This is an optimization exercise on Yosys and OpenROAD, whose aim is small area and a short achievable clock period, not a production implementation. In this exercise RTL edits were held to simulation tests only and were not proved equivalent to the original. Power and IR drop assume default switching activity.

==> config.mk <==
export PLATFORM = sky130hd
export DESIGN_NAME = top_level
export DESIGN_NICKNAME = top_level
export VERILOG_FILES = /design/flow/design.v
export SDC_FILE = /design/flow/constraint.sdc
export NUM_CORES = 4
export LEC_CHECK = 0
export ABC_AREA = 1
export CAP_MARGIN = 20
export CORE_MARGIN = 2
export CORE_UTILIZATION = 70
export CTS_BUF_LIST = sky130_fd_sc_hd__clkbuf_8
export SLEW_MARGIN = 20
==> constraint.sdc <==
create_clock -name core_clock -period 90.0 [get_ports {clk}]
set_input_delay 18.0000 -clock core_clock [delete_from_list [all_inputs] [get_ports {clk}]]
set_output_delay 18.0000 -clock core_clock [all_outputs]
set_load 0.01 [all_outputs]
==> design.v <==
module zero_cross 
						(input clk,
						input reset,
						input enable,
						input signed [11:0] x,
						output reg flag,
						output     flag_int    
						);
	reg s_anterior, s_atual;
	reg flag_n;
	always @ (posedge clk) begin
		if (enable) begin
			s_atual    <= x[11];
			s_anterior <= s_atual;
			flag       <= s_atual & ~s_anterior;
			flag_n     <= ~(s_atual & ~s_anterior);
		end else begin
			flag   <= 1'b0;
			flag_n <= 1'b1;
		end
	end
	assign flag_int = ~flag_n;
endmodule
module top_level (input clk,
						input reset,
						input signed [11:0] entrada,
						input amostra_pronta,
						output flag,
						output reg ctrl,
						output reg [15:0] cnt,
						output reg [15:0] contagem_final,
						output [24:0] freq
						);
	wire flag_i;    
	zero_cross  cruza_zero     (.clk(clk),
										 .reset(reset),
										 .enable(amostra_pronta),
										 .x(entrada),
										 .flag(flag),
										 .flag_int(flag_i)
										);
	function [16:0] add16;    
		input [15:0] a;
		input [15:0] b;
		input        ci;
		integer i;
		reg c;
		begin
			c = ci;
			for (i = 0; i < 16; i = i + 1) begin
				add16[i] = a[i] ^ b[i] ^ c;
				c = (a[i] & b[i]) | (c & (a[i] ^ b[i]));
			end
			add16[16] = c;
		end
	endfunction
	function [15:0] inc16;    
		input [15:0] a;
		integer i;
		reg c;
		begin
			c = 1'b1;
			for (i = 0; i < 16; i = i + 1) begin
				inc16[i] = a[i] ^ c;
				c = c & a[i];
			end
		end
	endfunction
	wire [15:0] cnt_inc = inc16(cnt);
	always @ (posedge clk) begin
		if (reset) begin
			if (flag_i) ctrl <= ~ctrl;
			if (ctrl) cnt <= cnt_inc;
			else cnt <= 16'd0;
		end else begin
			ctrl <= 1'b0;
			cnt <= 16'd0;
		end
	end
	always @ (posedge clk) begin
		if (reset) begin
			if (ctrl & flag_i) contagem_final <= cnt_inc;
		end
		else contagem_final <= 16'd0;
	end
	reg [15:0] Qb, R;
	reg [9:0]  D;
	reg [10:0] Sb;
	reg [4:0]  Eb;
	reg [6:0]  T;
	wire [11:0] m2  = {inc16({5'd0, cnt_inc[11:1]}), cnt_inc[0]};
	wire [11:0] m2n = ~m2;
	wire [16:0] t1  = add16({5'd0, R[10:0]}, {4'd0, 1'b1, Sb}, 1'b1);           
	wire        c1  = ~t1[12] & (R[15:11] == 5'd0);                             
	wire [16:0] Qbn = add16(Qb, {6'd0, D}, c1);                                 
	wire [16:0] Rn  = add16(c1 ? cnt_inc : {R[15:11], 11'd0}, {{4{t1[11]}}, t1[11:0]}, c1);
	wire [16:0] y2b = add16({3'd0, 2'b11, Sb}, {5'd0, T, 1'b0}, c1);           
	wire        c2a = ~y2b[12];
	wire [16:0] s1b = add16({4'd0, y2b[11:0]}, {4'd0, m2n}, 1'b1);             
	wire        c2b = c2a & ~s1b[11] & (cnt[15:8] == 8'd0);
	wire [16:0] s2b = add16({8'd0, s1b[7:0]}, {8'd0, m2n[7:0]}, 1'b1);         
	wire [10:0] Sbn = c2b ? {3'b111, s2b[7:0]} : (c2a ? s1b[10:0] : y2b[10:0]);
	wire [16:0] Dn  = add16({6'd0, D}, {6'd0, 4'b1111, Eb, ~c2b}, ~c2a);       
	wire [16:0] y3a = add16({9'd0, T}, {8'd0, 2'b11, Eb, ~c2b}, ~c2a);         
	wire [16:0] y3  = add16({8'd0, y3a[7:0]}, {8'd0, 3'b111, Eb}, 1'b1);       
	wire        c3  = y3[7];
	wire [16:0] Ebn = add16({11'd0, Eb}, 16'd0, c3);                            
	wire [16:0] Tn  = add16({9'd0, y3[6:0]}, {9'd0, c3 ? m2[6:0] : 7'd0}, c3);  
	always @ (posedge clk) begin
		if (cnt == 16'd42) begin
			Qb <= ~16'd45454; R <= 16'd24; D <= 10'd1010; Sb <= ~11'd4; Eb <= ~5'd21; T <= 7'd44;
		end else begin
			Qb <= Qbn[15:0]; R <= Rn[15:0]; D <= Dn[9:0]; Sb <= Sbn; Eb <= Ebn[4:0]; T <= Tn[6:0];
		end
	end
	wire        wrap = (cnt == 16'hffff);
	reg  [20:0] f_next;
	always @* begin
		f_next = wrap ? 21'd1 : {5'd0, ~Qb};
		if (cnt[15:6] == 10'd0) begin
			case (cnt[5:0])
				6'd0: f_next = 21'd2000000;
				6'd1: f_next = 21'd1000000;
				6'd2: f_next = 21'd666666;
				6'd3: f_next = 21'd500000;
				6'd4: f_next = 21'd400000;
				6'd5: f_next = 21'd333333;
				6'd6: f_next = 21'd285714;
				6'd7: f_next = 21'd250000;
				6'd8: f_next = 21'd222222;
				6'd9: f_next = 21'd200000;
				6'd10: f_next = 21'd181818;
				6'd11: f_next = 21'd166666;
				6'd12: f_next = 21'd153846;
				6'd13: f_next = 21'd142857;
				6'd14: f_next = 21'd133333;
				6'd15: f_next = 21'd125000;
				6'd16: f_next = 21'd117647;
				6'd17: f_next = 21'd111111;
				6'd18: f_next = 21'd105263;
				6'd19: f_next = 21'd100000;
				6'd20: f_next = 21'd95238;
				6'd21: f_next = 21'd90909;
				6'd22: f_next = 21'd86956;
				6'd23: f_next = 21'd83333;
				6'd24: f_next = 21'd80000;
				6'd25: f_next = 21'd76923;
				6'd26: f_next = 21'd74074;
				6'd27: f_next = 21'd71428;
				6'd28: f_next = 21'd68965;
				6'd29: f_next = 21'd66666;
				6'd30: f_next = 21'd64516;
				6'd31: f_next = 21'd62500;
				6'd32: f_next = 21'd60606;
				6'd33: f_next = 21'd58823;
				6'd34: f_next = 21'd57142;
				6'd35: f_next = 21'd55555;
				6'd36: f_next = 21'd54054;
				6'd37: f_next = 21'd52631;
				6'd38: f_next = 21'd51282;
				6'd39: f_next = 21'd50000;
				6'd40: f_next = 21'd48780;
				6'd41: f_next = 21'd47619;
				6'd42: f_next = 21'd46511;
				default: ;
			endcase
		end
	end
	reg [20:0] freq_r;
	always @ (posedge clk) begin
		if (reset) begin
			if (ctrl & flag_i) freq_r <= f_next;
		end
		else freq_r <= 21'd1;
	end
	assign freq = {4'd0, freq_r};
endmodule
==> flow/run.sh <==
#!/bin/bash
# The standard layout (standard.sh) with three changes:
#  1. after the standard synthesis, its combinational logic is re-mapped by
#     flow/resyn.tcl with each ABC script in flow/abc/ (with and without the
#     standard netlist's adder cells kept), and the smallest result is used.
#     Every flip-flop keeps its instance name and cell type, which is checked,
#     and flow/equiv.ys proves the chosen netlist equivalent to the standard one
#     before the layout goes on;
#  2. the port buffers that global placement inserts are buf_1 cells;
#  3. repair_timing aims at 71 ns of setup slack (a 19 ns period) instead of 0,
#     so that it also speeds up the paths from the inputs and to the outputs.
# Each tool's output goes to a log file of its own in this folder.
set -euo pipefail
export BUFFER_PORTS_ARGS="-buffer_cell sky130_fd_sc_hd__buf_1"
export SETUP_SLACK_MARGIN=71
RES=orfs/results/sky130hd/top_level/base
bash standard.sh synth > flow_1_synth.log 2>&1
cp $RES/1_2_yosys.v std_netlist.v
export LIB=$FLOW_HOME/platforms/sky130hd/lib/sky130_fd_sc_hd__tt_025C_1v80.lib
export IN_NETLIST=std_netlist.v TOP=$FLOW_TOP
export DONT_USE_LIST="$(grep -m1 '^abc -script' orfs/logs/sky130hd/top_level/base/1_2_yosys.log | grep -o -- '-dont_use [^ ]*' | sed 's/-dont_use //' | tr '\n' ' ')"
ffs() { grep -oE 'sky130_fd_sc_hd__[a-z]*df[a-z]*_[0-9]+ +[^ ]+' "$1" | sort; }
ffs std_netlist.v > std_ffs.txt
: > resyn_areas.txt
for s in flow/abc/*.abc; do
  for k in 0 1; do
    n=resyn_$(basename $s .abc)_k$k
    if ABC_SCRIPT=$s KEEP_ADDERS=$k OUT_NETLIST=$n.v OUT_STAT=$n.stat yosys -c flow/resyn.tcl > flow_2_$n.log 2>&1 \
       && ffs $n.v | cmp -s - std_ffs.txt; then
      echo "$(grep 'Chip area' $n.stat | awk '{print $NF}') $n" >> resyn_areas.txt
    fi
  done
done
sort -g resyn_areas.txt > resyn_ranked.txt
chosen=""
while read -r area n; do
  sed -e "s#LIBFILE#$LIB#" -e "s#TOPNAME#$FLOW_TOP#g" -e "s#resyn_netlist.v#$n.v#" flow/equiv.ys > equiv_$n.ys
  if yosys equiv_$n.ys > flow_3_equiv_$n.log 2>&1; then chosen=$n; break; fi
done < resyn_ranked.txt
echo "chosen: ${chosen:-standard netlist}" > flow_4_choice.log
if [[ -n "$chosen" ]]; then
  cp $chosen.v $RES/1_2_yosys.v
  rm -f $RES/1_synth.odb $RES/1_synth.sdc
fi
bash standard.sh finish > flow_5_finish.log 2>&1
==> flow/abc/s1.abc <==
strash; dc2; dc2; strash; &get -n; &dch -f; &nf -R 1000; &put; strash; dc2; dc2; &get -n; &dch -f; &nf -R 1000; &put; topo; buffer -N 10; dnsize -c
==> flow/abc/s2.abc <==
strash; dc2; dc2; strash; &get -n; &dch -f; &nf -R 1000; &put; strash; dc2; dc2; &get -n; &dch -f; &nf -R 1000; &put; strash; dc2; dc2; &get -n; &dch -f; &nf -R 1000; &put; topo; buffer -N 10; dnsize -c
==> flow/abc/s3.abc <==
strash; &get -n; &fraig -x; &put; scorr; dc2; dretime; strash; &get -n; &dch -f; &nf -R 1000; &put; strash; dc2; &get -n; &dch -f; &nf -R 1000; &put; topo; buffer -N 10; dnsize -c
==> flow/abc/s4.abc <==
strash; dc2; dc2; strash; &get -n; &dch -f; &nf -R 1000 -F 4 -A 4; &put; strash; dc2; dc2; &get -n; &dch -f; &nf -R 1000 -F 4 -A 4; &put; topo; buffer -N 10; dnsize -c
==> flow/abc/s5.abc <==
strash; dc2; dc2; strash; &get -n; &dch -f; &nf -R 2000; &put; strash; &get -n; &dch -f; &nf -R 2000; &put; topo; buffer -N 10; dnsize -c
==> flow/equiv.ys <==
# Proves that the re-mapped netlist does what the standard synthesis netlist does
# (registers paired by instance name); fails the flow otherwise.
read_liberty -ignore_miss_func LIBFILE
read_verilog std_netlist.v
rename TOPNAME gold
read_verilog resyn_netlist.v
rename TOPNAME gate
flatten gold gate
rename -hide w:_*_.*
rename -hide w:_*_
opt_clean -purge
equiv_make gold gate eq
hierarchy -top eq
equiv_simple -seq 1
equiv_induct
equiv_status -assert
==> flow/resyn.tcl <==
# Re-maps the combinational logic of the standard synthesis netlist with the
# ABC script $ABC_SCRIPT. Every flip-flop instance (name and cell type) is kept
# as the standard synthesis made it; with KEEP_ADDERS=1 its full and half
# adder cells are kept too.
yosys -import
set lib $::env(LIB)
read_liberty -ignore_miss_func $lib
read_verilog $::env(IN_NETLIST)
hierarchy -top $::env(TOP)
set keep {sky130_fd_sc_hd__dfxtp_1 sky130_fd_sc_hd__dfxtp_2 sky130_fd_sc_hd__dfxtp_4 sky130_fd_sc_hd__edfxtp_1 sky130_fd_sc_hd__dfxbp_1 sky130_fd_sc_hd__dfxbp_2 sky130_fd_sc_hd__dfrtp_1 sky130_fd_sc_hd__dfstp_1 sky130_fd_sc_hd__dfrtp_2 sky130_fd_sc_hd__dfrtp_4}
if { $::env(KEEP_ADDERS) } { lappend keep sky130_fd_sc_hd__fa_1 sky130_fd_sc_hd__ha_1 }
foreach m $keep { catch { blackbox $m } }
flatten
yosys rename -hide w:_*_.*
opt_clean
set dont_use {}
foreach c $::env(DONT_USE_LIST) { lappend dont_use -dont_use $c }
abc -script $::env(ABC_SCRIPT) -liberty $lib {*}$dont_use
opt_clean -purge
hilomap -hicell sky130_fd_sc_hd__conb_1 HI -locell sky130_fd_sc_hd__conb_1 LO
splitnets
yosys rename -hide w:_*_.*
opt_clean -purge
tee -o $::env(OUT_STAT) stat -liberty $lib
write_verilog -noattr -nohex -nodec $::env(OUT_NETLIST)
==> standard.sh <==
#!/bin/bash
# synth_recipe.tcl (not shown) runs the flow's synth.tcl, then flattens the netlist and writes it again
# the make line also repeats each setting of config.mk as NAME=value (left out here)
make -C /OpenROAD-flow-scripts/flow DESIGN_CONFIG=/design/flow/config.mk WORK_HOME=/design/flow/orfs CLKGATE_MAP_FILE= SYNTH_SCRIPT=/design/flow/synth_recipe.tcl "${@:-finish}"
==> results of run 1 <==
[through the flow]
| stage | power (uW) | area (um2) |
|---|---|---|
| after floorplan | 279 | 7290 |
| after global placement | 302 | 7660 |
| after detailed placement | 321 | 7660 |
| after CTS | 379 | 8270 |
| after global routing | 414 | 8380 |
| final | 387 | 8380 |
[final cells by class]
class	count	area, um2
clock buffers	17	234
clock inverters	15	189
well taps	136	170
repair buffers	84	500
inverters	14	52.6
multi-input cells	821	4690
fillers	625	1800
flip-flops and latches	123	2540
[routing by layer]
metal	vias to the layer above	global-route usage	routed length [um]	share of wire
li1	3598	-	-	-
met1	3608	0.498	9110	0.38
met2	575	0.679	10900	0.46
met3	150	0.0932	2470	0.10
met4	0	0.212	1300	0.055
met5	-	0	0	0
[how the worst max path moves through the flow]
stage	from	end	slack, ns	cells after the start
4_1_cts	cnt[2]	cnt[2]	70.91	1
5_1_grt	cnt[0]	cnt[0]	70.95	2
2_1_floorplan	reset	freq_r[1]	71.08	6
3_3_place_gp	reset	freq_r[1]	70.30	6
3_5_place_dp	reset	freq_r[1]	70.26	6
6_report	cnt[0]	cnt[0]	70.97	2
[worst reg2reg max path: cells and delay by family, from the launching register on]
| family | cells | cell delay, ns |
|---|---|---|
| adder cells (fa/ha/maj) | 12 | 4.60 |
| AO/OA/AOI/OAI | 22 | 4.17 |
| AND/OR/NAND/NOR | 20 | 3.34 |
| XOR/XNOR | 2 | 0.64 |
| buffers and inverters | 2 | 0.43 |
| flip-flops | 1 | 0.36 |
[registers in the layout, indices dropped and copies added (netlist names)]
register and cells:
T 7, Qb 16, cnt 16, cruza_zero.s_anterior 1, cruza_zero.flag_n 1, R 16, cruza_zero.s_atual 1, contagem_final 16
freq_r 21, Eb 5, cruza_zero.flag 1, Sb 11, ctrl 1, D 10
[power breakdown]
group | switching, uW | internal [uW]
Sequential | 20.9 | 73.6
Combinational | 136 | 101
Clock | 26.3 | 27.9
[placed cells by master, fill, tap and decap left out, types with 5 or more instances in the layout]
cell      count
or3_1        11
and3_1        6
buf_1        33
a22o_1        6
nand2_1     126
xor2_1       37
nand4_1       8
buf_4        23
a21boi_0      7
nand3_1      31
nor2b_1      18
a21oi_1      85
o21ai_0      98
xnor2_1      65
or2_2        19
nor3_1       26
and2_1       10
dfxtp_2       5
dfxtp_1     102
clkinv_4      5
inv_1        14
nor4_1        8
clkbuf_8     17
nand2b_1     11
o22ai_1       5
buf_2        14
nor2_1      139
maj3_1       26
a21o_1       13
clkbuf_2     10
dfxtp_4      14
o211ai_1      8
[timing repair]
item | 4_1_cts | 5_1_grt
gates cloned | 1 | 0
endpoints found under the setup margin | 33 | 35
pin swaps | 1 | 0
gates resized for setup | 46 | 22
setup buffers | 8 | 8
==> reports/metrics.cfg, run 1 <==
[global_route]
grt_max_degree = 38
antenna_found_initial = 0
grt_pass1_vias = 7247
grtUsageTotal = 0.410
overflow = 0
grt_pass1_wl_um = 35900

[finish]
final_core_util = 0.823
fin_nets = 1076
instances_no_fill = 1210
insertedDiodeCount = 0
syn_to_final_growth_pct = 15.2
drive_above_1_share = 0.120

[timing]
worst_slack_ns = 70.97
finalSetupTns_ns = 0
rsz0062_at_grt = yes
skew_ns = 0.0189
finalSetupViolCount = 0
tightest_slew_ns = 0.777
hold_viol = 0
slew_violations = 0
holdWs_ns = 0.442
timing.final.crit_share = 0.211
max_freq_ghz = 0.0525
max-slew-margin-rel = 0.478
min_period_ns = 19.03

[routing]
dr.first_iter.drc_count = 1130
wl_um = 23800
via_per_inst = 6.55
drc = 0
routedWlPerCell_um = 19.7
ant_nets = 0
drt-pass1-iter-count = 12
vias = 7931

[floorplan]
io_pins = 74
die_h_um = 106
core_um2 = 10200
row_count = 37
dieArea_um2 = 11200
die_w_um = 106
start_util = 0.714

[critical_path]
crit_family = flip-flops
crit_chain = buf_12, buf_6
slowest_delay_ns = 0.35
critical_path.max_fanout = 2
r2r_cells = 58
reg2reg_slack_ns = 76.37
reg2reg_to = T[6]
path_buf_inv = 2
arrival_ns = 1.03
cp_slowest_cell = dfxtp_4
cp.required_ns = 72.00
critical_path_class = reg2out
startpoint_type = flip-flop
reg2reg_from = Sb[0]
crit_path_end_kind = output pin

[placement]
place.gp.congestion = 1.10
dpl.cell_count = 1161
dpl_worst_slack_ns = 70.26
dp_hpwl_um = 16100
io_buffer_count = 58

[power_and_ir_drop]
p_per_area_nw_per_um2 = 46.1
irDropWorstVdd_mv = 0.0576
leakage_uw = 0.00342

[worst_hold_path]
hold_path_end = freq_r[16]
min_from = freq_r[16]
min_path_type = reg2reg
whs_path_depth = 2

[synthesis]
avgSynthCellArea_um2 = 7.42
synth_warnings = 2
synth_nets = 996
syn_area_um2 = 7280
netlist_instances = 981

[run]
cap_violations = 0

[clock_network]
htreeDepth = 4
hold_buffers = 0
clk_path_buf_depth = 2
cts_tree = yes
cts.reportedPaths.clkPinSlew_ns = 0.08
cts_sinks = 123
insertion_delay_ns = 0.47
cts-buffers-inserted = 17
cts_root_buf = clkbuf_8

[status]
outcome = timing/DRC/antenna clean

==> run 2: changes to the inputs <==
--- a/flow/run.sh
+++ b/flow/run.sh
@@ -8,11 +8,13 @@
 #     before the layout goes on;
 #  2. the port buffers that global placement inserts are buf_1 cells;
 #  3. repair_timing aims at 71 ns of setup slack (a 19 ns period) instead of 0,
-#     so that it also speeds up the paths from the inputs and to the outputs.
+#     so that it also speeds up the paths from the inputs and to the outputs,
+#     by resizing cells and swapping pins only.
 # Each tool's output goes to a log file of its own in this folder.
 set -euo pipefail
 export BUFFER_PORTS_ARGS="-buffer_cell sky130_fd_sc_hd__buf_1"
 export SETUP_SLACK_MARGIN=71
+export SETUP_MOVE_SEQUENCE="sizeup,swap"
 RES=orfs/results/sky130hd/top_level/base
 bash standard.sh synth > flow_1_synth.log 2>&1
 cp $RES/1_2_yosys.v std_netlist.v
==> run 2 against run 1 <==
  * First-iteration DRC count shrank 10%
  * Final cell count shrank 1.4%
  * Final area shrank 1.4%
  * Sequential power is essentially flat
  * Area after synthesis is the same
  * Core utilization shrank 1.1 points
  * Still clean
  * Count of clock-buffer cells in the layout is the same
  * Power shrank 0.31%
  * Worst hold slack gained 0.00064 ns
  * Clock skew shrank 0.0041 ns
  * Register-to-register slack gained 0.07 ns
  * Worst setup slack lost 0.057 ns
==> reports/metrics.cfg, run 2 <==
[clock_network]
cts_setup_buffers = 0
cts_tree = yes
cts_sinks = 123
cts-buffers-inserted = 17
clk_path_buf_depth = 2
cts.reportedPaths.clkPinSlew_ns = 0.08
insertion_delay_ns = 0.46
htreeDepth = 4
cts_root_buf = clkbuf_8

[timing]
slew_violations = 0
max_freq_ghz = 0.0524
min_period_ns = 19.09
rsz0062_at_grt = yes
max-slew-margin-rel = 0.467
finalSetupViolCount = 0
tightest_slew_ns = 0.794
skew_ns = 0.0148
timing.final.crit_share = 0.212
finalSetupTns_ns = 0
hold_viol = 0

[floorplan]
die_h_um = 106
core_um2 = 10200
start_util = 0.714
dieArea_um2 = 11200
die_w_um = 106
row_count = 37
io_pins = 74

[synthesis]
avgSynthCellArea_um2 = 7.42
synth_nets = 996
synth_warnings = 2
syn_area_um2 = 7280
netlist_instances = 981

[placement]
dp_hpwl_um = 16100
io_buffer_count = 58
place.gp.congestion = 1.10
dpl.cell_count = 1161

[critical_path]
crit_end = cnt[0]
cp.required_ns = 72.00
critical_path.max_fanout = 25
r2r_cells = 58
arrival_ns = 1.09
crit_path_end_kind = output pin
startpoint_type = flip-flop
critical_path_class = reg2out
startpoint = cnt[0]
reg2reg_to = T[6]
reg2reg_slack_ns = 76.44
reg2reg_from = Sb[0]

[routing]
routedWlPerCell_um = 19.4
dr.first_iter.drc_count = 1016
drt-pass1-iter-count = 9
drc = 0
ant_nets = 0
via_per_inst = 6.59
wl_um = 23100
vias = 7862

[finish]
final_core_util = 0.812
drive_above_1_share = 0.111
fin_nets = 1059
insertedDiodeCount = 0
largest_register = freq_r
mostFrequentLayoutCells = nor2_1 (139), nand2_1 (126), dfxtp_1 (102)
layout_commonest_cell = nor2_1
instances_no_fill = 1193
syn_to_final_growth_pct = 13.6
largest_reg_flops = 21

[worst_hold_path]
min_path_type = reg2reg

[global_route]
antenna_found_initial = 0
grt_pass1_vias = 7213
overflow = 0
grt_max_degree = 38
grt_pass1_wl_um = 35500
grtUsageTotal = 0.403

[run]
cap_violations = 0

[status]
outcome = timing/DRC/antenna clean

[power_and_ir_drop]
power.total_uw = 385
leakage_uw = 0.00333
p_per_area_nw_per_um2 = 46.6
irDropWorstVdd_mv = 0.0575

==> run 2: cell types whose count changed in the layout (fill, tap and decap cells not counted), sizes merged <==
| cell | delta |
|---|---|
| bufbuf | -1 |
| clkbuf | +1 |
| buf | -17 |
==> run 2: worst max-delay path, stage by stage (launching register included) <==
cell and delay [ns]:
dfxtp_2 0.34, buf_12 0.17, buf_6 0.12
==> run 2: area by class of cell <==
| class | count | area [um2] |
|---|---|---|
| multi-input cells | 821 | 4690 |
| flip-flops and latches | 123 | 2540 |
| fillers | 637 | 1920 |
| repair buffers | 67 | 390 |
| clock buffers | 17 | 234 |
| clock inverters | 15 | 189 |
| well taps | 136 | 170 |
| inverters | 14 | 52.6 |
==> run 2: power by group <==
group          internal, uW  switching, uW
clock network          27.9           26.0
registers              73.6           20.7
logic                   101            136
==> run 2: timing repair <==
item,4_1_cts,5_1_grt
hold endpoints to repair,0,0
hold buffers,0,0
resized for setup,52,31
endpoints found under the setup margin,33,37
pin swaps,1,3
==> run 2: metrics by stage <==
stage | instance area (um2) | hold slack, ns | setup slack [ns]
after floorplan | 7290 | 0.420 | 71.08
after global placement | 7660 | 0.424 | 70.30
after detailed placement | 7660 | 0.435 | 70.26
after CTS | 8200 | 0.446 | 70.91
after global routing | 8270 | 0.461 | 70.88
final | 8270 | 0.442 | 70.91
==> run 2: worst min-delay path by stage <==
| stage | depth (start not counted) | slack (ns) | to | start |
|---|---|---|---|---|
| after floorplan | 1 | 0.42 | cruza_zero.flag_n | cruza_zero.s_anterior |
| after global placement | 2 | 0.42 | freq_r[5] | freq_r[5] |
| after detailed placement | 2 | 0.44 | freq_r[16] | freq_r[16] |
| after CTS | 2 | 0.45 | freq_r[16] | freq_r[16] |
| after global routing | 2 | 0.46 | freq_r[16] | freq_r[16] |
| final | 2 | 0.44 | freq_r[16] | freq_r[16] |
==> run 2: metal layers <==
metal  GRT usage  vias up  wire length (um)  part of all wire
met4       0.189        0              1070             0.046
met2       0.672      526             10800              0.47
met5           0        -                 0                 0
li1            -     3564                 -                 -
met1       0.489     3637              8980              0.39
met3      0.0993      135              2270             0.098
==> run 3: changes to the inputs <==
--- a/flow/run.sh
+++ b/flow/run.sh
@@ -9,12 +9,14 @@
 #  2. the port buffers that global placement inserts are buf_1 cells;
 #  3. repair_timing aims at 71 ns of setup slack (a 19 ns period) instead of 0,
 #     so that it also speeds up the paths from the inputs and to the outputs,
-#     by resizing cells and swapping pins only.
+#     by resizing cells and swapping pins only;
+#  4. clock tree synthesis inserts no dummy load cells.
 # Each tool's output goes to a log file of its own in this folder.
 set -euo pipefail
 export BUFFER_PORTS_ARGS="-buffer_cell sky130_fd_sc_hd__buf_1"
 export SETUP_SLACK_MARGIN=71
 export SETUP_MOVE_SEQUENCE="sizeup,swap"
+export CTS_ARGS="-sink_clustering_enable -repair_clock_nets -buf_list sky130_fd_sc_hd__clkbuf_8 -dont_use_dummy_load"
 RES=orfs/results/sky130hd/top_level/base
 bash standard.sh synth > flow_1_synth.log 2>&1
 cp $RES/1_2_yosys.v std_netlist.v
--- a/config.mk
+++ b/config.mk
@@ -8,6 +8,6 @@
 export ABC_AREA = 1
 export CAP_MARGIN = 20
 export CORE_MARGIN = 2
-export CORE_UTILIZATION = 70
+export CORE_UTILIZATION = 55
 export CTS_BUF_LIST = sky130_fd_sc_hd__clkbuf_8
 export SLEW_MARGIN = 20
==> run 3 against run 2 <==
  * Clock power shrank 35%
  * Non-clock buffer count grew 1
  * Critical path depth shrank 1
  * Final area shrank 2.1%
  * Global-route usage shrank 11 points
  * Power shrank 9.1%
  * Largest power group unchanged
==> reports/metrics.cfg, run 3 <==
[finish]
fin_nets = 1060
instances_no_fill = 1219
syn_to_final_growth_pct = 11.2
drive_above_1_share = 0.0872
fillers = 1243
largest_reg_flops = 21
fin_area_um2 = 8090
insertedDiodeCount = 0
layout_commonest_cell = nor2_1
mostFrequentLayoutCells = nor2_1 (139), nand2_1 (126), dfxtp_1 (104)
largest_register = freq_r

[clock_network]
hold_buffers = 0
cts_setup_buffers = 0
cts_root_buf = clkbuf_8
cts.reportedPaths.clkPinSlew_ns = 0.06
clk_path_buf_depth = 2
insertion_delay_ns = 0.44
cts-buffers-inserted = 17
cts_sinks = 123
htreeDepth = 4
cts_tree = yes

[synthesis]
netlist_instances = 981
synth_warnings = 2
avgSynthCellArea_um2 = 7.42
synth_nets = 996
syn_area_um2 = 7280

[critical_path]
slowest_delay_ns = 0.45
crit_chain = buf_6
cp.required_ns = 72.00
reg2reg_slack_ns = 76.80
critical_path_class = reg2out
arrival_ns = 1.02
cp_slowest_cell = dfxtp_4
startpoint_type = flip-flop
path_buf_inv = 1
critical_path.max_fanout = 15
crit_family = flip-flops
crit_path_end_kind = output pin

[floorplan]
io_pins = 74
start_util = 0.556
die_w_um = 119
die_h_um = 119
core_um2 = 13100
dieArea_um2 = 14200
row_count = 42

[global_route]
grtUsageMet2 = 0.467
grt_pass1_wl_um = 32700
grt_pass1_vias = 6541
grtUsageTotal = 0.292
top_usage_layer = met2
overflow = 0
grt_max_degree = 32
antenna_found_initial = 0
grt_util_met3 = 0.0637
grt_use_met1 = 0.386

[routing]
wl_um = 20400
vias = 7152
dr.first_iter.drc_count = 584
via_per_inst = 5.87
ant_nets = 0
routedWlPerCell_um = 16.7
drt-pass1-iter-count = 6
drc = 0

[timing]
finalSetupTns_ns = 0
timing.final.crit_share = 0.211
holdWs_ns = 0.433
min_period_ns = 19.02
slew_violations = 0
tightest_slew_ns = 0.678
max_freq_ghz = 0.0526
rsz0062_at_grt = yes
finalSetupViolCount = 0
skew_ns = 0.0166
max-slew-margin-rel = 0.544
hold_viol = 0

[placement]
io_buffer_count = 58
place.gp.congestion = 0.990
dpl.cell_count = 1202
place_area_um2 = 7720
dp_hpwl_um = 15200

[status]
outcome = timing/DRC/antenna clean

[worst_hold_path]
min_path_type = reg2reg

[power_and_ir_drop]
p_per_area_nw_per_um2 = 43.3
irDropWorstVdd_mv = 0.0379
leakage_uw = 0.00320

[run]
cap_violations = 0

run 3: cell types whose count changed in the layout (fill, tap and decap cells not counted), sizes merged:
cell | previous run | this run
clkinv | 7 | 0
clkinvlp | 1 | 0
buf | 56 | 65
clkbuf | 28 | 20
bufinv | 3 | 0
inv | 18 | 14
run 3: area by class of cell:
| class | count | area (um2) | share of cell area |
|---|---|---|---|
| timing repair buffer | 68 | 353 | 0.0436 |
| tap | 176 | 220 | 0.0272 |
| sequential | 123 | 2530 | 0.313 |
| multi-input combinational | 821 | 4700 | 0.581 |
| inverter | 14 | 52.6 | 0.00650 |
| clock buffer | 17 | 234 | 0.0289 |
run 3: metrics by stage:
| step | util | total power, uW | setup slack (ns) |
|---|---|---|---|
| 4_1_cts | 0.614 | 351 | 70.84 |
| 3_3_place_gp | 0.590 | 306 | 70.30 |
| 2_1_floorplan | - | 279 | 71.08 |
| 5_1_grt | 0.618 | 388 | 70.94 |
| 3_5_place_dp | 0.590 | 314 | 70.32 |
| 6_report | 0.618 | 350 | 70.98 |
run 3: tightest hold or removal path, delay by kind of cell (launching register included):
family,cells,cell delay [ns]
DFF,1,0.31
and+or+nand+nor,2,0.09
run 3: worst paths after layout:
kind,startpoint,to,depth (start not counted)
max reg2reg,Sb[0],T[6],58
min reg2reg,freq_r[7],freq_r[7],2
min,freq_r[7],freq_r[7],2
max,cnt[1],cnt[1],1
run 3: metal layers:
layer / share of wire / routed length, um / vias to the layer above
met1: 0.45 / 9080 / 3253
li1: - / - / 3553
met5: 0 / 0 / -
met3: 0.077 / 1570 / 44
met2: 0.45 / 9200 / 302
met4: 0.027 / 544 / 0
run 3: where the power goes:
group          internal (uW)  switching (uW)  leakage (uW)  total, uW
Sequential              73.8            19.8       0.00103       93.6
Combinational            101             120       0.00204        221
Clock                   16.6            18.7      0.000122       35.2
Total                    192             159       0.00320        350
run 3: repair_timing:
item	4_1_cts	5_1_grt
endpoints found under the hold margin	0	0
gates cloned	0	0
resized for setup	41	20
setup endpoints to repair	30	33
pin swaps	0	3
==> run 4: changes to the inputs <==
--- a/flow/run.sh
+++ b/flow/run.sh
@@ -1,5 +1,5 @@
 #!/bin/bash
-# The standard layout (standard.sh) with three changes:
+# The standard layout (standard.sh) with four changes:
 #  1. after the standard synthesis, its combinational logic is re-mapped by
 #     flow/resyn.tcl with each ABC script in flow/abc/ (with and without the
 #     standard netlist's adder cells kept), and the smallest result is used.
==> run 4 against run 3 <==
  * Still clean
  * Clock skew unchanged
  * Flip-flop and latch count unchanged
  * Via count unchanged
  * Synthesized cell count unchanged
  * Count of clock-buffer cells in the layout unchanged
  * Final area unchanged
  * Non-clock buffer count unchanged
  * Sequential power about the same
  * Die area unchanged
  * Worst hold slack unchanged
  * Critical path depth unchanged
  * Sequential share of layout area unchanged
==> reports/metrics.cfg, run 4 <==
[floorplan]
row_count = 42
core_um2 = 13100
dieArea_um2 = 14200
start_util = 0.556
io_pins = 74
die_h_um = 119
die_w_um = 119

[global_route]
grt_max_degree = 32
grt_pass1_vias = 6541
grtUsageTotal = 0.292
grt_util_met3 = 0.0637
overflow = 0
grtUsageMet2 = 0.467
top_usage_layer = met2
grt_pass1_wl_um = 32700
antenna_found_initial = 0
grt_use_met1 = 0.386

[clock_network]
cts_root_buf = clkbuf_8
insertion_delay_ns = 0.44
htreeDepth = 4
clk_path_buf_depth = 2
hold_buffers = 0
cts_tree = yes
cts.reportedPaths.clkPinSlew_ns = 0.06
cts_sinks = 123
cts-buffers-inserted = 17

[finish]
insertedDiodeCount = 0
fin_area_um2 = 8090
fin_nets = 1060
mostFrequentLayoutCells = nor2_1 (139), nand2_1 (126), dfxtp_1 (104)
drive_above_1_share = 0.0872
largest_reg_flops = 21
area.sequential_um2 = 2530
multi_input_area_um2 = 4700
largest_register = freq_r
fillers = 1243
layout_commonest_cell = nor2_1
syn_to_final_growth_pct = 11.2

[synthesis]
synth_warnings = 2
avgSynthCellArea_um2 = 7.42
netlist_instances = 981
synth_nets = 996
syn_area_um2 = 7280

[routing]
drt-pass1-iter-count = 6
vias = 7152
routedWlPerCell_um = 16.7
via_per_inst = 5.87
wl_um = 20400
dr.first_iter.drc_count = 584
drc = 0
ant_nets = 0

[critical_path]
reg2reg_slack_ns = 76.80
critical_path_class = reg2out
crit_family = flip-flops
cp.required_ns = 72.00
path_buf_inv = 1
crit_path_end_kind = output pin
cp_slowest_cell = dfxtp_4
crit_chain = buf_6
startpoint_type = flip-flop
arrival_ns = 1.02
r2r_cells = 58
critical_path.max_fanout = 15
reg2reg_from = Sb[0]
reg2reg_to = T[6]
slowest_delay_ns = 0.45

[timing]
max_freq_ghz = 0.0526
min_period_ns = 19.02
timing.final.crit_share = 0.211
slew_violations = 0
skew_ns = 0.0166
finalSetupTns_ns = 0
finalSetupViolCount = 0
hold_viol = 0
rsz0062_at_grt = yes
max-slew-margin-rel = 0.544
tightest_slew_ns = 0.678

[placement]
dp_hpwl_um = 15200
place.gp.congestion = 0.990
io_buffer_count = 58
place_area_um2 = 7720

[worst_hold_path]
min_from = freq_r[7]
hold_path_end = freq_r[7]
whs_path_depth = 2
min_path_type = reg2reg

[run]
cap_violations = 0

[power_and_ir_drop]
leakage_uw = 0.00320
irDropWorstVdd_mv = 0.0379
p_per_area_nw_per_um2 = 43.3

[status]
outcome = timing/DRC/antenna clean

==> run 4: repair_timing <==
action,4_1_cts,5_1_grt
pin swaps,0,3
cloned,0,0
resized for setup,41,20
endpoints found under the setup margin,30,33
setup buffers,0,0
==> run 4: final cells by class <==
type                       instances  area share
multi-input combinational        821       0.581
sequential                       123       0.313
timing repair buffer              68      0.0436
clock buffer                      17      0.0289
tap                              176      0.0272
inverter                          14     0.00650
==> run 4: how the worst max path moves through the flow <==
stage	from	to	cells after the start
after floorplan	reset	freq_r[1]	6
after CTS	cnt[2]	cnt[2]	1
after detailed placement	reset	freq_r[1]	7
after global routing	cnt[2]	cnt[2]	1
after global placement	reset	freq_r[1]	7
final	cnt[1]	cnt[1]	1
==> run 4: metrics by stage <==
step / hold WS (ns) / total power (uW) / instances / setup slack, ns / utilization
after global routing: 0.472 / 388 / 1219 / 70.94 / 0.618
after floorplan: 0.420 / 279 / 981 / 71.08 / -
after detailed placement: 0.429 / 314 / 1202 / 70.32 / 0.590
final: 0.433 / 350 / 1219 / 70.98 / 0.618
after global placement: 0.423 / 306 / 1202 / 70.30 / 0.590
after CTS: 0.438 / 351 / 1219 / 70.84 / 0.614
==> run 4: per-layer routing <==
layer / part of all wire / wire length, um / vias to the layer above
li1: - / - / 3553
met5: 0 / 0 / -
met1: 0.45 / 9080 / 3253
met4: 0.027 / 544 / 0
met3: 0.077 / 1570 / 44
met2: 0.45 / 9200 / 302
==> run 4: where the power goes <==
part	leakage (uW)	switching, uW	internal [uW]
logic	0.00204	120	101
registers	0.00103	19.8	73.8
clock network	0.000122	18.7	16.6
==> run 4: worst min-delay path, cell delays in order (launching register included) <==
cell     delay (ns)
dfxtp_1        0.31
nand2_1        0.05
nand2_1        0.04
==> run 5: changes to the inputs <==
--- a/flow/run.sh
+++ b/flow/run.sh
@@ -7,14 +7,14 @@
 #     and flow/equiv.ys proves the chosen netlist equivalent to the standard one
 #     before the layout goes on;
 #  2. the port buffers that global placement inserts are buf_1 cells;
-#  3. repair_timing aims at 71 ns of setup slack (a 19 ns period) instead of 0,
+#  3. repair_timing aims at 71.2 ns of setup slack (an 18.8 ns period) instead of 0,
 #     so that it also speeds up the paths from the inputs and to the outputs,
 #     by resizing cells and swapping pins only;
 #  4. clock tree synthesis inserts no dummy load cells.
 # Each tool's output goes to a log file of its own in this folder.
 set -euo pipefail
 export BUFFER_PORTS_ARGS="-buffer_cell sky130_fd_sc_hd__buf_1"
-export SETUP_SLACK_MARGIN=71
+export SETUP_SLACK_MARGIN=71.2
 export SETUP_MOVE_SEQUENCE="sizeup,swap"
 export CTS_ARGS="-sink_clustering_enable -repair_clock_nets -buf_list sky130_fd_sc_hd__clkbuf_8 -dont_use_dummy_load"
 RES=orfs/results/sky130hd/top_level/base
==> run 5 against run 4 <==
  * Still clean on timing, DRC and antenna
  * Clock skew grew 0.011 ns
  * Clock power grew 1%
  * Die area is the same
  * Count of clock-buffer cells in the layout is the same
  * Highest routed layer unchanged
==> reports/metrics.cfg, run 5 <==
[status]
outcome = timing/DRC/antenna clean

[synthesis]
netlist_instances = 981
avgSynthCellArea_um2 = 7.42
synth_nets = 996
synth_warnings = 2
syn_area_um2 = 7280

[placement]
dp_hpwl_um = 14600
io_buffer_count = 58
dpl.cell_count = 1200
place.gp.congestion = 1.03

[finish]
fin_nets = 1058
instances_no_fill = 1217
drive_above_1_share = 0.165
final_core_util = 0.654
insertedDiodeCount = 0
area.sequential_um2 = 2590
largest_reg_flops = 21
mostFrequentLayoutCells = nor2_1 (139), nand2_1 (126), o21ai_0 (93)
layout_commonest_cell = nor2_1
syn_to_final_growth_pct = 17.6
fillers = 1168
largest_register = freq_r
multi_input_area_um2 = 4760

[clock_network]
cts_sinks = 123
cts_tree = yes
cts_setup_buffers = 0
htreeDepth = 4
cts_root_buf = clkbuf_8
cts-buffers-inserted = 17
clk_path_buf_depth = 2
cts.reportedPaths.clkPinSlew_ns = 0.06
hold_buffers = 0
insertion_delay_ns = 0.46

[floorplan]
core_um2 = 13100
row_count = 42
die_h_um = 119
start_util = 0.556
dieArea_um2 = 14200
io_pins = 74
die_w_um = 119

[critical_path]
critical_path.max_fanout = 16
cp_slowest_cell = dfxtp_4
arrival_ns = 1.04
startpoint_type = flip-flop
crit_path_end_kind = output pin
critical_path_class = reg2out
reg2reg_slack_ns = 76.61
r2r_cells = 58
reg2reg_to = T[6]
reg2reg_from = Sb[0]
cp.required_ns = 72.00
crit_end = cnt[2]
crit_family = flip-flops
startpoint = cnt[2]
path_buf_inv = 1
slowest_delay_ns = 0.46
worstSetupPathDepth = 1
crit_chain = buf_6

[timing]
max_freq_ghz = 0.0525
skew_ns = 0.0277
holdWs_ns = 0.445
timing.final.crit_share = 0.212
slew_violations = 0
finalSetupViolCount = 0
max-slew-margin-rel = 0.387
finalSetupTns_ns = 0
rsz0062_at_grt = yes
min_period_ns = 19.04
hold_viol = 0
tightest_slew_ns = 0.910

[global_route]
antenna_found_initial = 0
grtUsageTotal = 0.292
grt_pass1_vias = 6606
overflow = 0
grt_pass1_wl_um = 32800
grt_max_degree = 38

[power_and_ir_drop]
power.total_uw = 348
leakage_uw = 0.00340
p_per_area_nw_per_um2 = 40.6
irDropWorstVdd_mv = 0.0403

[routing]
drc = 0
via_per_inst = 5.92
ant_nets = 0
wl_um = 20600
vias = 7203
routedWlPerCell_um = 16.9
drt-pass1-iter-count = 7
dr.first_iter.drc_count = 600

[run]
cap_violations = 0

[worst_hold_path]
min_path_type = reg2reg

-- run 5: what timing repair did --
action	CTS	global route
endpoints found under the hold margin	0	0
endpoints found under the setup margin	75	70
gates resized for setup	197	3
pin swaps	8	4
-- run 5: final cells by class --
| class | count | area share |
|---|---|---|
| Clock buffer | 17 | 0.0273 |
| Inverter | 14 | 0.00614 |
| Multi-Input combinational cell | 821 | 0.557 |
| Sequential cell | 123 | 0.303 |
| Tap cell | 176 | 0.0257 |
| Timing Repair Buffer | 66 | 0.0813 |
-- run 5: worst min path at each step --
stage	from	end	slack [ns]	cells after the start
final	freq_r[7]	freq_r[7]	0.44	2
after CTS	freq_r[7]	freq_r[7]	0.45	2
after global placement	freq_r[16]	freq_r[16]	0.43	2
after detailed placement	freq_r[7]	freq_r[7]	0.43	2
after global routing	freq_r[7]	freq_r[7]	0.47	2
after floorplan	cruza_zero.s_anterior	cruza_zero.flag_n	0.42	1
-- run 5: worst reg2reg max path: cells and delay by family, from the launching register on --
kind / cells / cell delay [ns]
and+or+nand+nor: 23 / 3.84
buffers and inverters: 1 / 0.23
adders and majority gates: 9 / 3.40
xor gates and xnor gates: 2 / 0.65
AOI/OAI and AO/OA: 23 / 4.85
DFF: 1 / 0.35
-- run 5: report_power, final --
| part | switching (uW) | internal, uW |
|---|---|---|
| sequential | 18.9 | 73.6 |
| clock | 19.1 | 16.6 |
| combinational | 118 | 101 |
| total | 156 | 191 |
-- run 5: per-layer routing --
layer	GRT usage	up-vias	part of all wire
met5	0	-	0
met4	0.126	0	0.038
met3	0.0795	75	0.077
met2	0.459	313	0.44
met1	0.377	3272	0.44
li1	-	3543	-
-- run 5: through the flow --
stage          setup slack (ns)  cell area, um2
2_1_floorplan             71.14            7330
3_3_place_gp              70.34            7720
3_5_place_dp              70.35            7720
4_1_cts                   70.96            8550
5_1_grt                   70.92            8560
6_report                  70.96            8560
==> run 6: changes to the inputs <==
--- a/flow/run.sh
+++ b/flow/run.sh
@@ -7,14 +7,14 @@
 #     and flow/equiv.ys proves the chosen netlist equivalent to the standard one
 #     before the layout goes on;
 #  2. the port buffers that global placement inserts are buf_1 cells;
-#  3. repair_timing aims at 71.2 ns of setup slack (an 18.8 ns period) instead of 0,
+#  3. repair_timing aims at 70.8 ns of setup slack (a 19.2 ns period) instead of 0,
 #     so that it also speeds up the paths from the inputs and to the outputs,
 #     by resizing cells and swapping pins only;
 #  4. clock tree synthesis inserts no dummy load cells.
 # Each tool's output goes to a log file of its own in this folder.
 set -euo pipefail
 export BUFFER_PORTS_ARGS="-buffer_cell sky130_fd_sc_hd__buf_1"
-export SETUP_SLACK_MARGIN=71.2
+export SETUP_SLACK_MARGIN=70.8
 export SETUP_MOVE_SEQUENCE="sizeup,swap"
 export CTS_ARGS="-sink_clustering_enable -repair_clock_nets -buf_list sky130_fd_sc_hd__clkbuf_8 -dont_use_dummy_load"
 RES=orfs/results/sky130hd/top_level/base
==> run 6 against run 5 <==
  * Still clean
  * Worst hold slack lost 0.0095 ns
  * Synthesized cell count unchanged
  * Critical path depth increased by 1
  * Final cell count is 0.16% higher
  * Die area unchanged
  * Register-to-register slack gained 0.35 ns
  * Flip-flop and latch count stayed put
==> reports/metrics.cfg, run 6 <==
[timing]
hold_viol = 0
slew_violations = 0
max_freq_ghz = 0.0523
rsz0062_at_grt = no
max-slew-margin-rel = 0.553
min_period_ns = 19.14
timing.final.crit_share = 0.213
finalSetupViolCount = 0
tightest_slew_ns = 0.669
skew_ns = 0.0266
finalSetupTns_ns = 0

[critical_path]
slowest_delay_ns = 0.34
cp.required_ns = 72.00
cp_slowest_cell = dfxtp_1
critical_path_class = reg2out
arrival_ns = 1.14
crit_chain = buf_8, buf_1
crit_path_end_kind = output pin
startpoint_type = flip-flop
path_buf_inv = 2
critical_path.max_fanout = 25
crit_family = buffers and inverters

[placement]
place.gp.congestion = 1.03
io_buffer_count = 58
dp_hpwl_um = 14400
dpl.cell_count = 1202

[floorplan]
row_count = 42
start_util = 0.556
io_pins = 74
dieArea_um2 = 14200
die_h_um = 119
die_w_um = 119
core_um2 = 13100

[global_route]
grt_max_degree = 38
grtUsageTotal = 0.283
antenna_found_initial = 0
overflow = 0
grt_pass1_wl_um = 32000
grt_pass1_vias = 6476

[routing]
wl_um = 19800
dr.first_iter.drc_count = 648
via_per_inst = 5.92
vias = 7221
drt-pass1-iter-count = 8
drc = 0
ant_nets = 0
routedWlPerCell_um = 16.3

[clock_network]
cts_sinks = 123
cts-buffers-inserted = 17
cts_setup_buffers = 0
clk_path_buf_depth = 2
htreeDepth = 4
cts.reportedPaths.clkPinSlew_ns = 0.06
cts_root_buf = clkbuf_8
cts_tree = yes
insertion_delay_ns = 0.44
hold_buffers = 0

[power_and_ir_drop]
combPwrFrac = 0.631
power_switching_uw = 156
clkPwrFrac = 0.102
p_int_uw = 192
irDropWorstVdd_mv = 0.0390
p_per_area_nw_per_um2 = 43.5
switching_share = 0.448
leakage_uw = 0.00311
seqPwrFrac = 0.268

[worst_hold_path]
min_path_type = reg2reg

[synthesis]
avgSynthCellArea_um2 = 7.42
synth_nets = 996
synth_warnings = 2
netlist_instances = 981
syn_area_um2 = 7280

[status]
outcome = timing/DRC/antenna clean

[finish]
layout_commonest_cell = nor2_1
insertedDiodeCount = 0
largest_register = freq_r
fillers = 1224
drive_above_1_share = 0.0556
largest_reg_flops = 21
fin_nets = 1060
mostFrequentLayoutCells = nor2_1 (139), nand2_1 (126), dfxtp_1 (117)
instances_no_fill = 1219
syn_to_final_growth_pct = 9.66

[run]
cap_violations = 0

[run 6: metal layers]
| metal | routed length (um) | share of wire | global-route usage | vias up |
|---|---|---|---|---|
| met5 | 0 | 0 | 0 | - |
| met4 | 700 | 0.035 | 0.113 | 0 |
| met3 | 1690 | 0.085 | 0.0790 | 81 |
| met2 | 8600 | 0.43 | 0.438 | 327 |
| met1 | 8850 | 0.45 | 0.374 | 3271 |
| li1 | - | - | - | 3542 |
[run 6: worst reg2reg max path: cells and delay by family (launching register included)]
family / cells / cell delay (ns)
AOI/OAI and AO/OA: 22 / 3.93
buffers and inverters: 2 / 0.41
xor gates and xnor gates: 2 / 0.58
adders and majority gates: 12 / 4.57
DFF: 1 / 0.35
and+or+nand+nor: 20 / 3.11
[run 6: layout make-up]
class,instances,area (um2),share of cell area
multi-input combinational,821,4680,0.587
sequential,123,2490,0.312
timing repair buffer,68,300,0.0376
inverter,14,52.6,0.00659
tap,176,220,0.0276
clock buffer,17,234,0.0293
[run 6: repair_timing]
action | in CTS | in global routing
pin swaps | 1 | 1
resized for setup | 11 | 3
gates cloned | 0 | 0
endpoints found under the setup margin | 25 | 13
[run 6: per-stage QoR]
stage	worst slack, ns	cell area, um2	util	hold slack, ns	power, uW
6_report	70.86	7980	0.610	0.435	347
5_1_grt	70.81	7980	0.610	0.466	386
4_1_cts	70.85	7970	0.609	0.440	347
3_5_place_dp	69.52	7700	0.589	0.429	311
3_3_place_gp	69.49	7700	0.589	0.425	304
2_1_floorplan	70.83	7280	-	0.420	279
[run 6: power groups by stage]
stage                     logic (uW)  registers [uW]  clock network [uW]
final                            219            93.0                35.3
after global routing             252            96.0                38.2
after CTS                        218            93.0                35.8
after detailed placement         216            94.1                   0
after global placement           211            93.1                   0
after floorplan                  190            89.1                   0
[run 6: worst paths after layout]
path	startpoint	endpoint	slack, ns	depth (start not counted)
hold reg to reg	freq_r[7]	freq_r[7]	0.44	2
setup / recovery	cnt[0]	cnt[0]	70.86	2
setup reg to reg	Sb[0]	T[6]	76.96	58
hold / removal	freq_r[7]	freq_r[7]	0.44	2
==> run 7: changes to the inputs <==
--- a/flow/run.sh
+++ b/flow/run.sh
@@ -7,14 +7,14 @@
 #     and flow/equiv.ys proves the chosen netlist equivalent to the standard one
 #     before the layout goes on;
 #  2. the port buffers that global placement inserts are buf_1 cells;
-#  3. repair_timing aims at 70.8 ns of setup slack (a 19.2 ns period) instead of 0,
+#  3. repair_timing aims at 70.5 ns of setup slack (a 19.5 ns period) instead of 0,
 #     so that it also speeds up the paths from the inputs and to the outputs,
 #     by resizing cells and swapping pins only;
 #  4. clock tree synthesis inserts no dummy load cells.
 # Each tool's output goes to a log file of its own in this folder.
 set -euo pipefail
 export BUFFER_PORTS_ARGS="-buffer_cell sky130_fd_sc_hd__buf_1"
-export SETUP_SLACK_MARGIN=70.8
+export SETUP_SLACK_MARGIN=70.5
 export SETUP_MOVE_SEQUENCE="sizeup,swap"
 export CTS_ARGS="-sink_clustering_enable -repair_clock_nets -buf_list sky130_fd_sc_hd__clkbuf_8 -dont_use_dummy_load"
 RES=orfs/results/sky130hd/top_level/base
==> run 7 against run 6 <==
  * Flip-flop and latch count unchanged
  * Largest power group unchanged
  * Sequential power about the same
  * Register-to-register slack worse by 0.12 ns
  * Combinational power about the same
  * Still clean
  * Clock skew up 0.0033 ns
  * Largest cell class unchanged
==> reports/metrics.cfg, run 7 <==
[synthesis]
avgSynthCellArea_um2 = 7.42
netlist_instances = 981
syn_area_um2 = 7280
synth_nets = 996
synth_warnings = 2

[global_route]
overflow = 0
grtUsageTotal = 0.288
grt_pass1_wl_um = 32500
antenna_found_initial = 0
grt_max_degree = 38
grt_pass1_vias = 6599

[status]
outcome = timing/DRC/antenna clean

[clock_network]
insertion_delay_ns = 0.45
cts.reportedPaths.clkPinSlew_ns = 0.06
cts_tree = yes
cts_root_buf = clkbuf_8
cts_sinks = 123
hold_buffers = 0
cts-buffers-inserted = 17
clk_path_buf_depth = 2
htreeDepth = 4

[floorplan]
start_util = 0.556
die_h_um = 119
row_count = 42
core_um2 = 13100
io_pins = 74
die_w_um = 119
dieArea_um2 = 14200

[routing]
via_per_inst = 5.96
drc = 0
vias = 7268
routedWlPerCell_um = 16.4
drt-pass1-iter-count = 5
dr.first_iter.drc_count = 513
wl_um = 20000
ant_nets = 0

[timing]
skew_ns = 0.0299
max_freq_ghz = 0.0516
max-slew-margin-rel = 0.552
tightest_slew_ns = 0.668
worst_slack_ns = 70.60
finalSetupTns_ns = 0
slew_violations = 0
rsz0062_at_grt = no
hold_viol = 0
timing.final.crit_share = 0.216
finalSetupViolCount = 0
min_period_ns = 19.40

[critical_path]
critical_path_class = in2reg
critical_path.max_fanout = 18
reg2reg_slack_ns = 76.84
crit_path_end_kind = flip-flop
startpoint_type = input port
reg2reg_from = Sb[0]
r2r_cells = 58
cp.required_ns = 90.35
reg2reg_to = T[6]
arrival_ns = 19.74

[run]
cap_violations = 0

[placement]
dpl_worst_slack_ns = 69.53
io_buffer_count = 58
place.gp.congestion = 1.02
dp_hpwl_um = 14900

[finish]
drive_above_1_share = 0.0508
syn_to_final_growth_pct = 9.39
area.sequential_um2 = 2480
fin_nets = 1061
fillers = 1243
final_core_util = 0.608
largest_register = freq_r
multi_input_area_um2 = 4670
insertedDiodeCount = 0
mostFrequentLayoutCells = nor2_1 (140), nand2_1 (126), dfxtp_1 (121)
largest_reg_flops = 21
layout_commonest_cell = nor2_1

[worst_hold_path]
whs_path_depth = 2
min_path_type = reg2reg
hold_path_end = freq_r[5]
min_from = freq_r[5]

[power_and_ir_drop]
p_per_area_nw_per_um2 = 43.7
power.total_uw = 348
irDropWorstVdd_mv = 0.0424
leakage_uw = 0.00311

## run 7: area by class of cell
type	instances	area share
well taps	176	0.0277
flip-flops and latches	123	0.312
clock buffers	17	0.0294
multi-input cells	821	0.587
inverters	14	0.00660
repair buffers	69	0.0377
## run 7: layer usage
metal / share of wire / global-route usage
met5: 0 / 0
met2: 0.44 / 0.452
met4: 0.030 / 0.112
met3: 0.073 / 0.0651
met1: 0.45 / 0.384
## run 7: critical path, cell delays in order
cell and delay, ns:
buf_1 0.13, nand2_2 0.25, or2_2 0.50, nor2_1 0.46
o21ai_0 0.25, o211ai_1 0.14
## run 7: worst max-delay path by stage
stage | start | end | slack, ns
floorplan | reset | freq_r[10] | 70.76
global placement | reset | freq_r[10] | 69.40
detailed placement | reset | freq_r[10] | 69.53
CTS | cnt[2] | cnt[2] | 70.63
global route | reset | freq_r[14] | 70.57
finish | reset | freq_r[9] | 70.60
## run 7: where the power goes
group          leakage (uW)  switching, uW  internal [uW]  total [uW]
Sequential          0.00102           19.0           74.1        93.1
Combinational       0.00197            118            101         219
Clock              0.000122           18.8           16.6        35.4
Total               0.00311            156            192         348
## run 7: stage by stage
| stage | hold WS (ns) | area (um2) | cells |
|---|---|---|---|
| detailed placement | 0.431 | 7710 | 1203 |
| CTS | 0.440 | 7960 | 1220 |
| floorplan | 0.420 | 7280 | 981 |
| global placement | 0.422 | 7710 | 1203 |
| global route | 0.468 | 7960 | 1220 |
| finish | 0.434 | 7960 | 1220 |
## run 7: timing repair
item,in CTS,in global routing
buffers inserted,0,0
resized for setup,4,0
endpoints found under the setup margin,18,0
==> run 8: changes to the inputs <==
--- a/flow/run.sh
+++ b/flow/run.sh
@@ -7,14 +7,14 @@
 #     and flow/equiv.ys proves the chosen netlist equivalent to the standard one
 #     before the layout goes on;
 #  2. the port buffers that global placement inserts are buf_1 cells;
-#  3. repair_timing aims at 70.5 ns of setup slack (a 19.5 ns period) instead of 0,
+#  3. repair_timing aims at 70 ns of setup slack (a 20 ns period) instead of 0,
 #     so that it also speeds up the paths from the inputs and to the outputs,
 #     by resizing cells and swapping pins only;
 #  4. clock tree synthesis inserts no dummy load cells.
 # Each tool's output goes to a log file of its own in this folder.
 set -euo pipefail
 export BUFFER_PORTS_ARGS="-buffer_cell sky130_fd_sc_hd__buf_1"
-export SETUP_SLACK_MARGIN=70.5
+export SETUP_SLACK_MARGIN=70
 export SETUP_MOVE_SEQUENCE="sizeup,swap"
 export CTS_ARGS="-sink_clustering_enable -repair_clock_nets -buf_list sky130_fd_sc_hd__clkbuf_8 -dont_use_dummy_load"
 RES=orfs/results/sky130hd/top_level/base
==> run 8 against run 7 <==
  * Power about the same
  * Sequential power about the same
  * Critical path depth unchanged
  * Critical path type unchanged
  * Largest cell class unchanged
  * Synthesized cell count unchanged
  * Via count barely moved
  * Routed wire length shrank 0.43%
  * Global-route usage barely moved
  * Fmax shrank 1.6%
  * Worst hold slack hardly changed
  * Largest power group unchanged
  * Final cell count did not move
==> reports/metrics.cfg, run 8 <==
[status]
outcome = timing/DRC/antenna clean

[global_route]
grtUsageTotal = 0.288
antenna_found_initial = 0
grt_max_degree = 38
overflow = 0
grt_pass1_wl_um = 32600
grt_pass1_vias = 6595

[placement]
dpl_worst_slack_ns = 69.53
dp_hpwl_um = 14900
place_area_um2 = 7710
place.gp.congestion = 1.02
io_buffer_count = 58

[power_and_ir_drop]
p_per_area_nw_per_um2 = 43.8
leakage_uw = 0.00311
irDropWorstVdd_mv = 0.0424
power.total_uw = 348

[clock_network]
htreeDepth = 4
cts_root_buf = clkbuf_8
hold_buffers = 0
postCtsResizedCells = 1
insertion_delay_ns = 0.44
cts.reportedPaths.clkPinSlew_ns = 0.07
cts_sinks = 123
cts_tree = yes
clk_path_buf_depth = 2
cts-buffers-inserted = 17
cts_setup_buffers = 0

[timing]
holdWs_ns = 0.434
worst_slack_ns = 70.29
tightest_slew_ns = 0.650
finalSetupViolCount = 0
timing.final.crit_share = 0.219
finalSetupTns_ns = 0
min_period_ns = 19.71
rsz0062_at_grt = no
hold_viol = 0
max_freq_ghz = 0.0507
max-slew-margin-rel = 0.563
slew_violations = 0
skew_ns = 0.0274

[routing]
drt-pass1-iter-count = 5
dr.max_layer_used = met4
met2_wirelength_um = 8900
dr.first_iter.drc_count = 557
routedWlPerCell_um = 16.4
wl_um = 20000
vias = 7270
ant_nets = 0
route.met3.wl_um = 1380
wl_met1_um = 9050
via_per_inst = 5.96
drc = 0

[finish]
fillers = 1242
drive_above_1_share = 0.0489
mostFrequentLayoutCells = nor2_1 (141), nand2_1 (127), dfxtp_1 (121)
largest_reg_flops = 21
multi_input_area_um2 = 4660
fin_area_um2 = 7950
layout_commonest_cell = nor2_1
fin_nets = 1061
insertedDiodeCount = 0
area.sequential_um2 = 2480
largest_register = freq_r
syn_to_final_growth_pct = 9.25

[floorplan]
core_um2 = 13100
die_h_um = 119
io_pins = 74
row_count = 42
die_w_um = 119
start_util = 0.556
dieArea_um2 = 14200

[critical_path]
path_buf_inv = 1
crit_chain = buf_1, nand2_1, or2_2, nor2_2, o21ai_0, o211ai_1
critical_path.max_fanout = 18
cp_slowest_cell = or2_2
startpoint_type = input port
slowest_delay_ns = 0.58
crit_family = simple AND/OR/NAND/NOR gates
cp.required_ns = 90.35
critical_path_class = in2reg
crit_path_end_kind = flip-flop
arrival_ns = 20.06

[synthesis]
avgSynthCellArea_um2 = 7.42
synth_warnings = 2
netlist_instances = 981
syn_area_um2 = 7280
synth_nets = 996

[run]
cap_violations = 0

[worst_hold_path]
min_path_type = reg2reg

run 8: cell types whose count changed in the layout (fill, tap and decap cells not counted):
cell	change
nand2_1	+1
nand2_2	-1
nor2_1	+1
nor2_4	-1
run 8: worst paths after layout:
path	startpoint	end	slack, ns	cells after the start
hold / removal	freq_r[5]	freq_r[5]	0.43	2
setup / recovery	reset	freq_r[10]	70.29	6
setup reg to reg	Sb[0]	T[6]	76.85	58
hold reg to reg	freq_r[5]	freq_r[5]	0.43	2
run 8: cell type report:
type                            count  area share
Multi-Input combinational cell    821       0.586
Timing Repair Buffer               69      0.0378
Clock buffer                       17      0.0294
Sequential cell                   123       0.312
Inverter                           14     0.00661
Tap cell                          176      0.0277
run 8: worst register-to-register path: cells and delay by family, from the launching register on:
family,cells,cell delay [ns]
fa+ha+maj,12,4.55
buf+inv,2,0.42
simple gates,20,3.16
compound gates,22,4.04
flops,1,0.35
xor+xnor,2,0.57
run 8: through the flow:
stage,std cells,util
floorplan,981,-
global placement,1203,0.589
detailed placement,1203,0.589
CTS,1220,0.607
global route,1220,0.607
finish,1220,0.607
run 8: routing by layer:
| metal | vias to the layer above | global-route usage |
|---|---|---|
| li1 | 3554 | - |
| met1 | 3349 | 0.385 |
| met2 | 302 | 0.453 |
| met3 | 65 | 0.0637 |
| met4 | 0 | 0.112 |
| met5 | - | 0 |
run 8: where the power goes:
group | total [uW] | leakage [uW] | switching [uW] | internal (uW)
registers | 93.1 | 0.00102 | 19.0 | 74.1
clock network | 35.3 | 0.000122 | 18.7 | 16.6
logic | 219 | 0.00197 | 118 | 101
==> run 9: changes to the inputs <==
--- a/flow/run.sh
+++ b/flow/run.sh
@@ -7,14 +7,14 @@
 #     and flow/equiv.ys proves the chosen netlist equivalent to the standard one
 #     before the layout goes on;
 #  2. the port buffers that global placement inserts are buf_1 cells;
-#  3. repair_timing aims at 70 ns of setup slack (a 20 ns period) instead of 0,
+#  3. repair_timing aims at 70.6 ns of setup slack (a 19.4 ns period) instead of 0,
 #     so that it also speeds up the paths from the inputs and to the outputs,
 #     by resizing cells and swapping pins only;
 #  4. clock tree synthesis inserts no dummy load cells.
 # Each tool's output goes to a log file of its own in this folder.
 set -euo pipefail
 export BUFFER_PORTS_ARGS="-buffer_cell sky130_fd_sc_hd__buf_1"
-export SETUP_SLACK_MARGIN=70
+export SETUP_SLACK_MARGIN=70.6
 export SETUP_MOVE_SEQUENCE="sizeup,swap"
 export CTS_ARGS="-sink_clustering_enable -repair_clock_nets -buf_list sky130_fd_sc_hd__clkbuf_8 -dont_use_dummy_load"
 RES=orfs/results/sky130hd/top_level/base
==> flow/abc/s6.abc (new file) <==
strash; &get -n; &deepsyn -T 60; &put; strash; &get -n; &dch -f; &nf -R 1000; &put; strash; dc2; &get -n; &dch -f; &nf -R 1000; &put; topo; buffer -N 10; dnsize -c
==> flow/abc/s7.abc (new file) <==
strash; dc2; &get -n; &deepsyn -T 20 -S 2; &put; strash; &get -n; &dch -f; &nf -R 1000; &put; topo; buffer -N 10; dnsize -c
==> run 9 against run 8 <==
  * Still clean
  * Global-route usage rose by 3.2 points
  * Sequential power rose by 0.5%
  * Sequential share of layout area rose by 1.0 points
  * Worst hold slack improved by 0.015 ns
  * Final area fell by 3.1%
  * Fmax rose by 2.3%
  * Core utilization rose by 0.78 points
  * Clock power barely moved
  * Area after synthesis fell by 3.8%
  * Power fell by 5.4%
  * Register-to-register slack improved by 1.3 ns
  * Final cell count fell by 5.7%
==> reports/metrics.cfg, run 9 <==
[timing]
max-slew-margin-rel = 0.417
min_period_ns = 19.27
max_freq_ghz = 0.0519
tightest_slew_ns = 0.871
finalSetupViolCount = 0
rsz0062_at_grt = no
hold_viol = 0
finalSetupTns_ns = 0
skew_ns = 0.0282
timing.final.crit_share = 0.214
slew_violations = 0

[global_route]
grt_pass1_wl_um = 33100
antenna_found_initial = 0
grt_pass1_vias = 6470
overflow = 0
grtUsageTotal = 0.320
grt_max_degree = 37

[floorplan]
row_count = 41
die_w_um = 117
io_pins = 74
core_um2 = 12500
start_util = 0.559
die_h_um = 117
dieArea_um2 = 13600

[critical_path]
path_buf_inv = 1
reg2reg_from = Sb[0]
cp.required_ns = 90.30
r2r_cells = 44
startpoint_type = input port
critical_path.max_fanout = 18
critical_path_class = in2reg
crit_path_end_kind = flip-flop
reg2reg_to = T[5]
arrival_ns = 19.57
crit_family = compound AO/OA/AOI/OAI gates
cp_slowest_cell = or2_4
crit_chain = clkbuf_2, nand2_4, or2_4, nor2_4, o311a_4, a211o_4, o21ai_0
startpoint = reset
slowest_delay_ns = 0.39
reg2reg_slack_ns = 78.10

[finish]
mostFrequentLayoutCells = dfxtp_1 (120), o21ai_0 (113), nand2_1 (110)
syn_to_final_growth_pct = 10.0
fin_nets = 996
largest_reg_flops = 21
insertedDiodeCount = 0
layout_commonest_cell = dfxtp_1
final_core_util = 0.615
largest_register = freq_r
drive_above_1_share = 0.0480

[routing]
ant_nets = 0
drc = 0
drt-pass1-iter-count = 5
wl_um = 21400
routedWlPerCell_um = 18.6
dr.first_iter.drc_count = 533
vias = 7073
via_per_inst = 6.15

[power_and_ir_drop]
combPwrFrac = 0.608
p_per_area_nw_per_um2 = 42.7
irDropWorstVdd_mv = 0.0403
switching_share = 0.455
seqPwrFrac = 0.284
clkPwrFrac = 0.108
leakage_uw = 0.00286
p_int_uw = 179
power_switching_uw = 150

[worst_hold_path]
min_from = freq_r[18]
whs_path_depth = 2
hold_path_end = freq_r[18]
min_path_type = reg2reg

[clock_network]
cts_tree = yes
insertion_delay_ns = 0.45
cts-buffers-inserted = 17
htreeDepth = 4
cts_sinks = 123
cts_root_buf = clkbuf_8
hold_buffers = 0
clk_path_buf_depth = 2
cts_setup_buffers = 0
cts.reportedPaths.clkPinSlew_ns = 0.05

[placement]
dp_hpwl_um = 15800
place.gp.congestion = 0.967
io_buffer_count = 58

[synthesis]
syn_area_um2 = 7000
synth_warnings = 2
avgSynthCellArea_um2 = 7.63
netlist_instances = 918
synth_nets = 933

[run]
cap_violations = 0

[status]
outcome = timing/DRC/antenna clean

==> run 9: changes by cell type in the layout (fill, tap and decap cells not counted), sizes merged, moves of 9 or more <==
cell / change
a21oi: -14
a22oi: +11
nand2: -16
nor2: -45
o21ai: +15
or2: -9
==> run 9: layer usage <==
layer | routed length, um | vias up | global-route usage
li1 | - | 3382 | -
met1 | 9150 | 3320 | 0.410
met2 | 9990 | 317 | 0.529
met3 | 1460 | 54 | 0.0551
met4 | 816 | 0 | 0.142
met5 | 0 | - | 0
==> run 9: repair_timing <==
action | in CTS | in global routing
setup endpoints to repair | 18 | 16
pin swaps | 0 | 4
resized for setup | 5 | 2
hold endpoints to repair | 0 | 0
cloned | 0 | 0
==> run 9: worst max-delay path by stage <==
| stage | depth (start not counted) | slack [ns] | end |
|---|---|---|---|
| after floorplan | 9 | 70.63 | freq_r[10] |
| after global placement | 8 | 69.55 | freq_r[0] |
| after detailed placement | 7 | 69.48 | freq_r[5] |
| after CTS | 7 | 70.59 | freq_r[5] |
| after global routing | 7 | 70.64 | freq_r[5] |
| final | 7 | 70.73 | freq_r[5] |
==> run 9: tightest hold or removal path, stage by stage (launching register included) <==
cell,delay (ns)
dfxtp_1,0.32
nand2_1,0.04
o21ai_0,0.05
==> run 9: layout make-up <==
cell class                 instances  area (um2)
fill                            1154        4820
multi-input combinational        750        4390
sequential                       123        2480
timing repair buffer              69         302
clock buffer                      17         234
tap                              172         215
inverter                          20        75.1
==> run 9: through the flow <==
stage	hold slack, ns	total power (uW)	instances	setup slack (ns)	cell area, um2
floorplan	0.420	255	918	70.63	7040
global placement	0.433	275	1134	69.55	7440
detailed placement	0.443	289	1134	69.48	7440
CTS	0.457	324	1151	70.59	7690
global route	0.478	357	1151	70.64	7700
finish	0.449	329	1151	70.73	7700
==> run 9: power by group through the flow <==
stage	sequential [uW]	clock [uW]	combinational, uW
finish	93.6	35.4	200
global placement	92.6	0	183
CTS	93.2	35.5	196
global route	95.9	37.9	223
floorplan	88.2	0	166
detailed placement	94.3	0	194

Check on run 9: ideal ports give 70.735 ns setup slack; a clkbuf_16 on the clock port and buf_2 on the inputs give 70.730 ns; moving port delays by the midpoint clock arrival (0.471 ns) as well gives 70.278 ns.
